Context: an optimization exercise on an open-source flow, tuned for small area, a short achievable clock period and few clock cycles. The choices shown serve that exercise and are no tape-out recipe. Function was checked by simulation only, so behaviour that the tests miss may differ from the original.

the previous run:
## FFT_TOP
module FFT_TOP #(
    parameter N = 32,
    word_size = 16
) (
    input wire clk, reset, en,
    input wire input_valid, receiver_ready,
    input wire [word_size*2-1: 0] i_input_sample1, i_input_sample2,
    output wire output_valid,
    output wire [word_size*2-1: 0] o_output_sample1, o_output_sample2
);
Size: ~10000 cells after synthesis, roughly 2200 flip-flops, about 130 I/O pins, roughly 0.12 mm² of cells after synthesis.
export LEC_CHECK = 0
export CAP_MARGIN = 20
export CORE_MARGIN = 2
export CORE_UTILIZATION = 55
export SLEW_MARGIN = 20
create_clock -name core_clock -period 10.0 [get_ports {clk}]
standard.sh (not shown) runs the stock make flow with config.mk's settings and CLKGATE_MAP_FILE= SYNTH_SCRIPT=/design/flow/synth_recipe.tcl, a recipe that flattens the netlist after the stock synthesis.
==> flow/flow/run.sh <==
#!/bin/bash
# The standard layout, with timing repair aimed at a 3.6 ns period: the clock
# stays at the design's period, repair_timing is only told to keep a 6.4 ns
# setup margin, without gate cloning (clones overloaded some nets).
# Every step's output goes to its own log here.
set -e
export SETUP_SLACK_MARGIN=6.4
export SKIP_GATE_CLONING=1
bash standard.sh > standard.log 2>&1
Testbench counts of the previous run, summed over its fixed seeds: cycles 15,360.
#### Input delta (the current run over the previous run)
diff --git a/flow/design.v b/flow/design.v
--- a/flow/design.v
+++ b/flow/design.v
@@ -27,52 +27,45 @@
         3'd0: rotl5 = x;
         3'd1: rotl5 = {x[3:0], x[4]};
         3'd2: rotl5 = {x[2:0], x[4:3]};
         3'd3: rotl5 = {x[1:0], x[4:2]};
         default: rotl5 = {x[0], x[4:1]};
     endcase
 endfunction
 wire comp = (state == S_COMP);
 wire pre = (state == S_IN) && (in_cnt >= 4'd7) && (in_cnt != 4'd15);
 wire [2:0] t0 = in_cnt[2:0] + 3'd1;                       
 wire issuing = comp || pre;
-wire [2:0] s = pre ? 3'd0 : {1'b0, q[4:3]} + 3'd1;
-wire [2:0] i3 = pre ? {t0[0], t0[1], t0[2]} : q[2:0];
-wire slot_v = pre || comp;
+wire [2:0] s = pre ? 3'd0 : (q < 6'd24) ? {1'b0, q[4:3]} + 3'd1 : 3'd4;
+wire [2:0] i3 = pre ? {t0[0], t0[1], t0[2]} : (q < 6'd24) ? q[2:0] : q[2:0] - 3'd2;    
+wire slot_v = pre || (comp && !(q == 6'd24 || q == 6'd25));
 reg [4:0] aP1, aP2, aQ1, aQ2;
 reg [3:0] twP, twQ;
 always @(*) begin
     if (s == 3'd4) begin
         aP1 = {1'b0, i3, 1'b0};
         aP2 = {1'b1, i3, 1'b0};
         aQ1 = {1'b0, i3, 1'b1};
         aQ2 = {1'b1, i3, 1'b1};
         twP = {i3, 1'b0};
         twQ = {i3, 1'b1};
-    end else if (s == 3'd3) begin
-        aP1 = rotl5({i3[1:0], i3[2], 2'b00}, 3'd3);
-        aQ1 = rotl5({i3[1:0], i3[2], 2'b10}, 3'd3);
-        aP2 = aP1 | 5'd8;
-        aQ2 = aQ1 | 5'd8;
-        twP = {i3[1:0], i3[2], 1'b0};
-        twQ = {i3[1:0], i3[2], 1'b0};
     end else begin
         aP1 = rotl5({1'b0, i3, 1'b0}, s);
         aQ1 = rotl5({1'b1, i3, 1'b0}, s);
         aP2 = aP1 | (5'd1 << s);
         aQ2 = aQ1 | (5'd1 << s);
         case (s)
             3'd0: begin twP = 4'd0;              twQ = 4'd0; end
             3'd1: begin twP = 4'd0;              twQ = 4'd8; end
             3'd2: begin twP = {1'b0, i3[2], 2'b0}; twQ = {1'b1, i3[2], 2'b0}; end
-            default: begin twP = 4'd0;              twQ = 4'd0; end
+            default: begin twP = {1'b0, i3[2:1], 1'b0}; twQ = {1'b1, i3[2:1], 1'b0}; end
         endcase
     end
 end
 wire d_beat, m_beat, d_first;
 reg [4:0] out_m_n;
 always @(*) begin
     out_m_n = out_m;
     if (d_beat)
         out_m_n = d_first ? (rr_r ? 5'd1 : 5'd0) : (direct ? out_m + 5'd1 : out_m);
     if (m_beat)
         out_m_n = (out_m[3:0] == 4'd15) ? 5'd0 : out_m + 5'd1;
@@ -248,23 +241,23 @@
             S_IN: begin
                 if (input_valid) begin
                     in_cnt <= in_cnt + 4'd1;
                     if (in_cnt == 4'd15) begin
                         state <= S_COMP;
                         q <= 6'd0;
                     end
                 end
             end
             S_COMP: begin
                 q <= q + 6'd1;
-                if (q == 6'd31) begin
+                if (q == 6'd33) begin
                     state <= S_OUT;
                     drain <= 3'd4;
                 end
             end
             default: ;
         endcase
         if (d_beat) begin
             if (d_first) begin
                 direct <= rr_r;
                 ov <= rr_r;
             end else
@@ -342,39 +335,33 @@
 dadda19to4 im_tree (.rows(im_rows), .o(im_r4));
 reg [31*4-1:0] k_re, k_im;
 reg [31:0] k_A;
 always @(posedge clk) begin
     k_re <= re_r4;
     k_im <= im_r4;
     k_A <= r_A;
 end
 wire [30:0] re_s, re_c, im_s, im_c;
 csa_4to2 re_tree2 (.rows(k_re), .s(re_s), .c(re_c));
 csa_4to2 im_tree2 (.rows(k_im), .s(im_s), .c(im_c));
-wire [15:0] re_lo = {1'b0, re_s[14:0]} + {1'b0, re_c[14:0]};
-wire [15:0] im_lo = {1'b0, im_s[14:0]} + {1'b0, im_c[14:0]};
-reg [15:0] m_sR, m_cR, m_sI, m_cI;
-reg m_kR, m_kI;
-reg [31:0] m_A;
+wire [30:0] Rs = re_s + re_c;
+wire [30:0] Is = im_s + im_c;
+reg [31:0] m_T, m_A;
 always @(posedge clk) begin
-    m_sR <= re_s[30:15];
-    m_cR <= re_c[30:15];
-    m_kR <= re_lo[15];
-    m_sI <= im_s[30:15];
-    m_cI <= im_c[30:15];
-    m_kI <= im_lo[15];
+    m_T <= {Rs[30:15], Is[30:15]};
     m_A <= k_A;
 end
+wire [15:0] Tr = m_T[31:16], Ti = m_T[15:0];
 wire [15:0] Ar = m_A[31:16], Ai = m_A[15:0];
-assign out1 = {Ar + m_sR + m_cR + {15'd0, m_kR}, Ai + m_sI + m_cI + {15'd0, m_kI}};
-assign out2 = {Ar + ~m_sR + ~m_cR + {15'd0, ~m_kR} + 16'd1, Ai + ~m_sI + ~m_cI + {15'd0, ~m_kI} + 16'd1};
+assign out1 = {Ar + Tr, Ai + Ti};
+assign out2 = {Ar - Tr, Ai - Ti};
 endmodule
 module csa_4to2 (
     input wire [31*4-1:0] rows,
     output wire [30:0] s, c
 );
 function [61:0] csa;
     input [30:0] a, b, d;
     begin
         csa[30:0] = a ^ b ^ d;
         csa[61:31] = {(a[29:0] & b[29:0]) | (a[29:0] & d[29:0]) | (b[29:0] & d[29:0]), 1'b0};
     end
==> comparison <==
| largest net degree at the start of global routing | the current run vs the previous run | 56% higher |
The previous run → the current run: final antenna-violating net count held steady; area after synthesis shrank by 1.1%; hold slack grew by 15 ps; starting utilization of the core area held steady; floorplan die area shrank by 1.1%.
The fmax on the current run is in line with that on the previous run.
Compared with the previous run, the current run shows number of gates given a new drive strength after cts lower by 255.
On the current run: worst endpoint required time is 50 ps higher than what the previous run gave.
Estimated wirelength of the detail-placed design down about 6% in the current run wrt the previous run
Compared with the previous run, the current run shows a via count of the routed design that is about 2% lower.
Testbench counts of the current run, summed over its fixed seeds: cycles 15,872.

---

== oak ==
Another version of the RTL of FFT_TOP (not shown whole).
Size in the first run: roughly 2,100 flip-flops, about 130 I/O pins.
==> module bfu, before the edit <==
module bfu (
    input wire clk,
    input wire [31:0] A, B,
    input wire [23:0] dr, di, dn,
    output wire [31:0] out1, out2
);
reg [31:0] r_A, r_B;
reg [23:0] r_dr0, r_dr1, r_di, r_dn;
always @(posedge clk) begin
    r_A <= A;
    r_B <= B;
    r_dr0 <= dr;
    r_dr1 <= dr;
    r_di <= di;
    r_dn <= dn;
end
function [17:0] pprow;
    input [15:0] x;
    input [2:0] d;
    reg [16:0] m;
    begin
        m = d[0] ? {x[15], x} : (d[1] ? {x, 1'b0} : 17'd0);
        pprow = {~(m[16] ^ d[2]), m ^ {17{d[2]}}};
    end
endfunction
localparam [30:0] KROW = 31'h00004000 - 31'h55540000;
wire [15:0] Br = r_B[31:16], Bi = r_B[15:0];
wire [31*19-1:0] re_rows, im_rows;
genvar gi;
generate
    for (gi = 0; gi < 8; gi = gi + 1) begin : pp
        wire [2:0] cr0 = r_dr0[3*gi+2:3*gi];
        wire [2:0] cr1 = r_dr1[3*gi+2:3*gi];
        wire [2:0] ci = r_di[3*gi+2:3*gi];
        wire [2:0] cn = r_dn[3*gi+2:3*gi];                      
        wire [48:0] sr0 = {31'd0, pprow(Br, cr0)} << (2*gi);    
        wire [48:0] sr1 = {31'd0, pprow(Bi, cn)} << (2*gi);     
        wire [48:0] si0 = {31'd0, pprow(Bi, cr1)} << (2*gi);    
        wire [48:0] si1 = {31'd0, pprow(Br, ci)} << (2*gi);     
        assign re_rows[31*(2*gi)+30:31*(2*gi)] = sr0[30:0];
        assign re_rows[31*(2*gi+1)+30:31*(2*gi+1)] = sr1[30:0];
        assign im_rows[31*(2*gi)+30:31*(2*gi)] = si0[30:0];
        assign im_rows[31*(2*gi+1)+30:31*(2*gi+1)] = si1[30:0];
        assign re_rows[31*16+2*gi+1:31*16+2*gi] = {1'b0, cr0[2]};
        assign re_rows[31*17+2*gi+1:31*17+2*gi] = {1'b0, cn[2]};
        assign im_rows[31*16+2*gi+1:31*16+2*gi] = {1'b0, cr1[2]};
        assign im_rows[31*17+2*gi+1:31*17+2*gi] = {1'b0, ci[2]};
    end
endgenerate
assign re_rows[31*17-1:31*16+16] = 15'd0;
assign re_rows[31*18-1:31*17+16] = 15'd0;
assign im_rows[31*17-1:31*16+16] = 15'd0;
assign im_rows[31*18-1:31*17+16] = 15'd0;
assign re_rows[31*19-1:31*18] = KROW;
assign im_rows[31*19-1:31*18] = KROW;
wire [31*4-1:0] re_r4, im_r4;
dadda19to4 re_tree (.rows(re_rows), .o(re_r4));
dadda19to4 im_tree (.rows(im_rows), .o(im_r4));
reg [31*4-1:0] k_re, k_im;
reg [31:0] k_A;
always @(posedge clk) begin
    k_re <= re_r4;
    k_im <= im_r4;
    k_A <= r_A;
end
wire [30:0] re_s, re_c, im_s, im_c;
csa_4to2 re_tree2 (.rows(k_re), .s(re_s), .c(re_c));
csa_4to2 im_tree2 (.rows(k_im), .s(im_s), .c(im_c));
wire [30:0] Rs = re_s + re_c;
wire [30:0] Is = im_s + im_c;
reg [31:0] m_T, m_A;
always @(posedge clk) begin
    m_T <= {Rs[30:15], Is[30:15]};
    m_A <= k_A;
end
wire [15:0] Tr = m_T[31:16], Ti = m_T[15:0];
wire [15:0] Ar = m_A[31:16], Ai = m_A[15:0];
assign out1 = {Ar + Tr, Ai + Ti};
assign out2 = {Ar - Tr, Ai - Ti};
endmodule
Settings: LEC_CHECK=0, CAP_MARGIN=20, CORE_MARGIN=2, CORE_UTILIZATION=55, SLEW_MARGIN=20; clock period 10.0 ns.
Scripts as last shown in full above: flow/flow/run.sh
Testbench counts of oak, summed over its fixed seeds: cycles 15,360.
## Diff of input files: pine against oak
diff --git a/flow/design.v b/flow/design.v
--- a/flow/design.v
+++ b/flow/design.v
@@ -348,21 +348,26 @@
     k_A <= r_A;
 end
 wire [30:0] re_s, re_c, im_s, im_c;
 csa_4to2 re_tree2 (.rows(k_re), .s(re_s), .c(re_c));
 csa_4to2 im_tree2 (.rows(k_im), .s(im_s), .c(im_c));
-wire [30:0] Rs = re_s + re_c;
-wire [30:0] Is = im_s + im_c;
+wire [15:0] re_lo = {1'b0, re_s[14:0]} + {1'b0, re_c[14:0]};
+wire [15:0] im_lo = {1'b0, im_s[14:0]} + {1'b0, im_c[14:0]};
+wire [15:0] re_hi = re_s[30:15] + re_c[30:15];
+wire [15:0] im_hi = im_s[30:15] + im_c[30:15];
 reg [31:0] m_T, m_A;
+reg m_kR, m_kI;
 always @(posedge clk) begin
-    m_T <= {Rs[30:15], Is[30:15]};
+    m_T <= {re_hi, im_hi};
+    m_kR <= re_lo[15];
+    m_kI <= im_lo[15];
     m_A <= k_A;
 end
 wire [15:0] Tr = m_T[31:16], Ti = m_T[15:0];
 wire [15:0] Ar = m_A[31:16], Ai = m_A[15:0];
-assign out1 = {Ar + Tr, Ai + Ti};
-assign out2 = {Ar - Tr, Ai - Ti};
+assign out1 = {Ar + Tr + {15'd0, m_kR}, Ai + Ti + {15'd0, m_kI}};
+assign out2 = {Ar + ~Tr + {15'd0, ~m_kR}, Ai + ~Ti + {15'd0, ~m_kI}};
 endmodule
 module csa_4to2 (
     input wire [31*4-1:0] rows,
     output wire [30:0] s, c
 );
==> summary.txt <==
- pine completed; timing, DRC and antenna clean
- Delta (pine minus oak): all-layer global routing usage now larger, clock skew after layout higher, deepest level of the CTS H-tree stayed essentially flat, design area now larger.
- [pine vs oak] setup slack: higher in pine
Testbench counts of pine, summed over its fixed seeds: cycles 15,360.

[port drivers added, routing unchanged]
In the flow no input, the clock included, has a driving cell. The finished layouts below were timed again as built, in two steps. Step 1 sets driving cells, clkbuf_16 on the clock port and buf_2 on the other inputs (assumed; they add their load-dependent delay and slew). Step 2 also shifts input and output timing later by t, the mid clock arrival at the registers, as if the neighbouring blocks saw the same clock. Slacks: ideal ports / drivers / drivers and shift; pairs: ideal ports / drivers.
run	t (ns)	setup WS [ns]	hold slack, ns
the previous run	1.000	6.062 / 6.062 / 5.776	0.286 / 0.286 / 0.286
the current run	0.982	6.058 / 6.058 / 5.517	0.301 / 0.301 / 0.301
oak	0.979	6.137 / 6.137 / 5.827	0.305 / 0.305 / 0.305
pine	0.963	6.357 / 6.357 / 5.908	0.306 / 0.306 / 0.306
After both steps setup and hold are still met in every run listed. For the current run, which loses most, drivers alone change the setup slack by 0.000 ns; drivers and shift together by -0.541 ns.
